From an optimization exercise on the open Yosys and OpenROAD flow, aimed at small area and a short achievable clock period; shortcuts taken in it are not production practice.
Only simulation tests tie the RTL to the original design; equivalence was not proved.

// fmul
module fmul
  (
   input         clk,
   input         reset,
   input         req,
   input [31:0]  x,
   input [31:0]  y,
   output [31:0] rslt,
   output [4:0]  flag
   );
For scale: ~2100 cells after synthesis, ~110 flip-flops, about 100 I/O pins, roughly 17000 um^2 of cells after synthesis.
export LEC_CHECK = 0
export ABC_CLOCK_PERIOD_IN_PS = 4000
export CAP_MARGIN = 20
export CORE_MARGIN = 2
export CORE_UTILIZATION = 55
export SLEW_MARGIN = 20
create_clock -name core_clock -period 11.0 [get_ports {clk}]
standard.sh (not shown) runs the stock make flow with config.mk's settings and CLKGATE_MAP_FILE= SYNTH_SCRIPT=/design/flow/synth_recipe.tcl, a recipe that flattens the netlist after the stock synthesis.
==> flow/flow/run.sh <==
#!/bin/bash
export SETUP_SLACK_MARGIN=${SETUP_SLACK_MARGIN_OVERRIDE:-7}
bash standard.sh > standard_flow.log 2>&1
The starting point completed without violations.
==> next run, changes <==
==> flow/run.sh (new file) <==
#!/bin/bash
# synth_recipe.tcl (not shown) runs the flow's synth.tcl, then flattens the netlist and writes it again
# the make line also repeats each setting of config.mk as NAME=value (left out here)
make -C /OpenROAD-flow-scripts/flow DESIGN_CONFIG=/design/flow/config.mk WORK_HOME=/design/flow/orfs CLKGATE_MAP_FILE= SYNTH_SCRIPT=/design/flow/synth_recipe.tcl finish
--- a/flow/config.mk
+++ b/flow/config.mk
@@ -11,2 +11,3 @@
 export CORE_UTILIZATION = 55
+export SETUP_SLACK_MARGIN = 5
 export SLEW_MARGIN = 20
removed: flow/flow/run.sh
removed: flow/standard.sh
After rerunning: The changed run finished with timing, DRC and antenna clean. Setup slack gets worse by 1.2 ns. Via count fell by roughly a tenth. First-iteration DRC count went down by a few percent.

========
== job 8428 ==
Another version of the RTL of fmul (not shown whole).
Size: about 2,300 cells after synthesis, ~110 flip-flops, roughly 0.015 mm² of cells after synthesis.
clock: 11.0 ns
lec_check: 0
abc_area: 1
cap_margin: 20
core_margin: 2
core_utilization: 50
slew_margin: 20
==> flow/flow/run.sh <==
#!/bin/bash
export SETUP_SLACK_MARGIN=${SETUP_SLACK_MARGIN_OVERRIDE:-5.75}
export BUFFER_PORTS_ARGS="-buffer_cell sky130_fd_sc_hd__buf_1"
bash standard.sh > standard_flow.log 2>&1
### job 8428 -> job 2940
==> flow/flow/run.sh <==
#!/bin/bash
export SETUP_SLACK_MARGIN=${SETUP_SLACK_MARGIN_OVERRIDE:-6}
export BUFFER_PORTS_ARGS="-buffer_cell sky130_fd_sc_hd__buf_1"
bash standard.sh > standard_flow.log 2>&1
[summary]
Lower cell area after layout was reported by job 8428, not job 2940. Job 2940 completed; timing, DRC and antenna clean. The run showing the smaller routed wire length is job 8428. Job 8428 → job 2940: storage element area level; via count increased about 0.7%; worst hold slack about even; wire length of the first global-routing pass moved up. Peak clock frequency supported by timing: job 2940 and job 8428 compared, lower one is job 8428. Against job 8428, job 2940 reports a per-cell via count in the routed design that is higher. Job 8428 → job 2940: cell count closely matched the old numbers, worst path setup slack after routing saw an increase.

========
The RTL this note starts from:
==> flow/design.v <==
module fmul
  (
   input         clk,
   input         reset,
   input         req,
   input [31:0]  x,
   input [31:0]  y,
   output [31:0] rslt,
   output [4:0]  flag
   );
   reg [3:0]     st;             
   always @(posedge clk)
     st <= req ? 4'b0001 : {st[2:0], 1'b0};
   wire          xz = (x[30:23] == 8'h00);
   wire          yz = (y[30:23] == 8'h00);
   wire [23:0]   fx = {~xz, x[22:0]};
   wire [23:0]   fy = {~yz, y[22:0]};
   wire          g1 = st[0] & ~req;
   wire          g2 = st[1] & ~req;
   wire [8:0]    grp = g1 ? fx[15:7] : g2 ? fx[23:15] : {fx[7:0], 1'b0};
   reg [3:0]     bneg, bone, btwo;
   reg           xt;             
   integer       k;
   always @(posedge clk) begin
      for (k = 0; k < 4; k = k + 1) begin
         bneg[k] <= grp[2*k+2] & ~(grp[2*k+1] & grp[2*k]);
         bone[k] <= grp[2*k+1] ^ grp[2*k];
         btwo[k] <= (grp[2*k+2] & ~grp[2*k+1] & ~grp[2*k]) | (~grp[2*k+2] & grp[2*k+1] & grp[2*k]);
      end
      xt <= fx[23];
   end
   reg [23:0]    yr;             
   reg [24:0]    hr;             
   reg [23:0]    lr;             
   wire [24:0]   y2 = {yr, 1'b0};
   wire [24:0]   y1 = {1'b0, yr};
   wire [24:0]   pp0 = ((y1 & {25{bone[0]}}) | (y2 & {25{btwo[0]}})) ^ {25{bneg[0]}};
   wire [24:0]   pp1 = ((y1 & {25{bone[1]}}) | (y2 & {25{btwo[1]}})) ^ {25{bneg[1]}};
   wire [24:0]   pp2 = ((y1 & {25{bone[2]}}) | (y2 & {25{btwo[2]}})) ^ {25{bneg[2]}};
   wire [24:0]   pp3 = ((y1 & {25{bone[3]}}) | (y2 & {25{btwo[3]}})) ^ {25{bneg[3]}};
   wire [32:0]   r0 = {7'b1010101, ~bneg[0], pp0};
   wire [32:0]   r1 = {5'h00, ~bneg[1], pp1, 1'b0, bneg[0]};
   wire [32:0]   r2 = {3'h0, ~bneg[2], pp2, 1'b0, bneg[1], 2'b00};
   wire [32:0]   r3 = {1'b0, ~bneg[3], pp3, 1'b0, bneg[2], 4'h0};
   wire [24:0]   hg = hr & {25{~st[0]}};      
   wire [32:0]   rh = {7'h00, ~hg[24], hg[24], hg[23:0]};
   wire [32:0]   rx = {1'b0, yr & {24{xt & st[2]}}, 1'b0, bneg[3], 6'h00};
   function [65:0] csa(input [32:0] a, input [32:0] b, input [32:0] c);
      csa = {a ^ b ^ c, ((a & b) | (a & c) | (b & c)) << 1};
   endfunction
   wire [32:0]   s1, c1, s2, c2, s3, c3, s4, c4;
   assign {s1, c1} = csa(r0, r1, r2);
   assign {s2, c2} = csa(r3, rh, rx);
   assign {s3, c3} = csa(s1, c1, s2);
   assign {s4, c4} = csa(s3, c3, c2);
   wire [32:0]   ap = s4 ^ c4;
   wire [32:0]   ag = s4 & c4;
   reg [32:0]    pg, pp_;
   integer       l, m, j;
   always @(*) begin
      pg = ag; pp_ = ap;
      for (l = 0; l < 6; l = l + 1)
        for (m = 0; m < 33; m = m + 1)
          if ((m >> l) & 1) begin
             j = ((m >> l) << l) - 1;
             pg[m] = pg[m] | (pp_[m] & pg[j]);
             pp_[m] = pp_[m] & pp_[j];
          end
   end
   wire [32:0]   tot = ap ^ {pg[31:0], 1'b0};
   always @(posedge clk) begin
      lr <= {tot[7:0], lr[23:8]};
      hr <= tot[32:8];
   end
   function [4:0] lzc24(input [23:0] v);
      integer i;
      begin
         lzc24 = 5'd24;
         for (i = 0; i < 24; i = i + 1)
           if (v[i]) lzc24 = 5'd23 - i;
      end
   endfunction
   reg [9:0]     er;             
   reg [6:0]     qr;             
   reg           cok, nrmok, flush;
   wire [8:0]    sxy = {1'b0, x[30:23]} + {1'b0, y[30:23]};
   wire [9:0]    sxz = {1'b0, er[8:0]} + {9'h000, ~xt} + {9'h000, ~yr[23]};
   wire [4:0]    lzx = lzc24({1'b0, x[22:0]});
   wire [4:0]    lzy = lzc24({1'b0, y[22:0]});
   wire [4:0]    lz = xz ? lzx : yz ? lzy : 5'd0;
   wire [9:0]    sm = sxz - {5'h00, qr[4:0]};                
   wire [9:0]    e_l1 = sm - 10'd127;                       
   wire          e_ge = ~e_l1[9];                           
   wire [5:0]    shv = e_ge ? 6'd23 - {1'b0, qr[4:0]} : 6'd22 - sxz[5:0];   
   wire [49:0]   v0 = {hr[23:0], lr, 2'b00};
   wire [49:0]   v1 = qr[5] ? {32'h0, v0[49:32]} : v0;
   wire          k1 = qr[5] & (|v0[31:0]);
   wire [41:0]   v2 = qr[4] ? {8'h00, v1[49:16]} : v1[41:0];
   wire          k2 = qr[4] & (|v1[15:0]);
   wire [33:0]   v3 = qr[3] ? v2[41:8] : v2[33:0];
   wire          k3 = qr[3] & (|v2[7:0]);
   wire [29:0]   v4 = qr[2] ? v3[33:4] : v3[29:0];
   wire          k4 = qr[2] & (|v3[3:0]);
   wire [27:0]   v5 = qr[1] ? v4[29:2] : v4[27:0];
   wire          k5 = qr[1] & (|v4[1:0]);
   wire          c = ~(qr[0] ? v5[27] : v5[26]);
   wire          sh = c & cok;
   wire [2:0]    t = {qr[0] & ~sh, qr[0] ^ ~sh, ~qr[0] & sh};    
   wire [25:0]   nw = ({26{t[0]}} & v5[25:0]) | ({26{t[1]}} & v5[26:1]) | ({26{t[2]}} & v5[27:2]);
   wire          stk = k1 | k2 | k3 | k4 | k5 | (~t[0] & v5[0]) | (t[2] & v5[1]);
   wire [22:0]   man = nw[24:2];
   wire          gb = nw[1];
   wire          rb = nw[0];
   wire          rnd = gb & (rb | stk | man[0]);
   wire          inx = gb | rb | stk;
   wire [9:0]    expn = c ? er - 10'd1 : er;     
   wire [7:0]    e8 = nrmok ? expn[7:0] : 8'h00;
   wire          ovf = nrmok & (expn[8:0] >= 9'h0ff);
   wire          xnan = (x[30:23] == 8'hff) & (x[22:0] != 0);
   wire          ynan = (y[30:23] == 8'hff) & (y[22:0] != 0);
   wire          xinf = (x[30:23] == 8'hff) & (x[22:0] == 0);
   wire          yinf = (y[30:23] == 8'hff) & (y[22:0] == 0);
   wire          xsn = xnan & ~x[22];
   wire          ysn = ynan & ~y[22];
   wire          xzero = (x[30:0] == 0);
   wire          yzero = (y[30:0] == 0);
   wire [30:0]   nv = {e8, man};
   wire          all1 = &man;
   wire [30:0]   nr = nv + {30'h0, rnd};
   wire          c23 = rnd & all1;                       
   wire          uf = inx & (e8 == 8'h00) & (~c23 | ~rb);   
   wire          of = c23 & (e8 == 8'hfe);
   reg [31:0]    o_r;
   reg [4:0]     o_f;
   always @(*) begin
      o_r = {x[31] ^ y[31], 31'h0}; o_f = 5'h00;
      if (xnan) begin
         o_r = x | 32'h00400000;
         o_f[4] = xsn | ysn;
      end else if (ynan) begin
         o_r = y | 32'h00400000;
         o_f[4] = ysn;
      end else if ((xinf & yzero) | (yinf & xzero)) begin
         o_r = 32'hffc00000; o_f[4] = 1'b1;
      end else if (xinf | yinf) begin
         o_r[30:0] = 31'h7f800000;
      end else if (xzero | yzero) begin
      end else if (flush) begin
         o_f[1:0] = 2'b11;
      end else if (ovf) begin
         o_r[30:0] = 31'h7f800000; o_f[2] = 1'b1; o_f[0] = 1'b1;
      end else begin
         o_r[30:0] = nr;
         o_f[2:0] = {of, uf, inx};
      end
   end
   always @(posedge clk) begin
      if (req)
        yr <= fy;
      else if (st[3])
        yr <= o_r[23:0];
      if (req)
        er <= {1'b0, sxy};
      else if (st[1])
        er <= sm - 10'd126;
      else if (st[3])
        er <= {2'b00, o_r[31:24]};
      if (st[0])
        qr <= {2'b00, lz};
      else if (st[1])
        qr <= {1'b0, shv};
      else if (st[3])
        qr <= {2'b00, o_f};
      if (st[1]) begin
         cok <= e_ge & (e_l1 != 10'd0);
         nrmok <= e_ge;
         flush <= (sxz[8:0] <= 9'd99);          
      end
   end
   assign rslt = {er[7:0], yr};
   assign flag = qr[4:0];
endmodule
clock: 11.0 ns
lec_check: 0
abc_area: 1
cap_margin: 20
core_margin: 2
core_utilization: 50
place_density: 0.92
slew_margin: 20
==> flow/flow/run.sh <==
#!/bin/bash
export SETUP_SLACK_MARGIN=${SETUP_SLACK_MARGIN_OVERRIDE:-6.25}
export BUFFER_PORTS_ARGS="-buffer_cell sky130_fd_sc_hd__buf_1"
bash standard.sh > standard_flow.log 2>&1
The first run completed without violations.
==> next run, changes <==
Settings changed: CORE_UTILIZATION 50 to 45, PLACE_DENSITY 0.92 to unset.
Clock skew went down by 9.8 ps.
Worst hold slack gets worse by 7.0 ps.
Routed wire length shrinks by 1.3%.
Final area rose by 1.0%.
Via count falls by 5.9%.
Setup slack gains 310 ps.
Critical path depth fell by 13.
==> next run, changes <==
Settings changed: ABC_AREA 1 to unset, CORE_UTILIZATION 45 to 50.
- The changed run ran to the end with no violations
- wire length is higher by a few percent
- setup slack gets worse by 81 ps
==> next run, changes <==
==> flow/flow/run.sh (replaced) <==
#!/bin/bash
export SETUP_SLACK_MARGIN=${SETUP_SLACK_MARGIN_OVERRIDE:-6}
export BUFFER_PORTS_ARGS="-buffer_cell sky130_fd_sc_hd__buf_2"
bash standard.sh > standard_flow.log 2>&1
Settings changed: ABC_AREA set to 1.
Result: Wire length goes down by 5.6%. Worst hold slack barely changes. Design area goes down by 11%. Non-clock buffer count goes down by 86. Critical path depth goes up by 2.

-- what the ideal ports hide --
How much do the figures lean on ideal ports? The routed layouts below were timed once more, with nothing changed but the port constraints. Step 1 assumes that a clkbuf_16 drives the clock port and a buf_2 every other input. Step 2, shift: input delay + t, output delay - t, t = (earliest + latest rising clock arrival at the registers) / 2. This alone moves slack from input paths to output paths. Slacks: no drivers / after step 1 / after step 2; pairs: no drivers / after step 1.
run | t, ns | setup slack, ns | hold slack, ns | slew at the worst register clock pin (ns)
the first run of note 1 | 0.427 | 6.338 / 6.284 / 6.210 | 0.366 / 0.366 / 0.366 | 0.09 / 0.09
the second run of note 1 | 0.438 | 5.182 / 5.127 / 4.971 | 0.367 / 0.367 / 0.367 | 0.09 / 0.09
job 8428 | 0.417 | 6.083 / 6.083 / 5.689 | 0.370 / 0.370 / 0.370 | 0.09 / 0.09
job 2940 | 0.418 | 6.289 / 6.289 / 5.881 | 0.370 / 0.370 / 0.370 | 0.09 / 0.09
the first run of note 3 | 0.423 | 6.070 / 6.070 / 6.070 | 0.374 / 0.374 / 0.374 | 0.10 / 0.10
the second run of note 3 | 0.433 | 6.379 / 6.412 / 5.979 | 0.367 / 0.367 / 0.367 | 0.10 / 0.10
the third run of note 3 | 0.425 | 6.299 / 6.299 / 6.132 | 0.372 / 0.372 / 0.372 | 0.08 / 0.08
the fourth run of note 3 | 0.423 | 6.162 / 6.162 / 5.939 | 0.372 / 0.372 / 0.372 | 0.09 / 0.09
After both steps every run listed still meets setup and hold. For job 2940, which loses most, drivers alone change the setup slack by 0.000 ns; drivers and shift together by -0.408 ns.
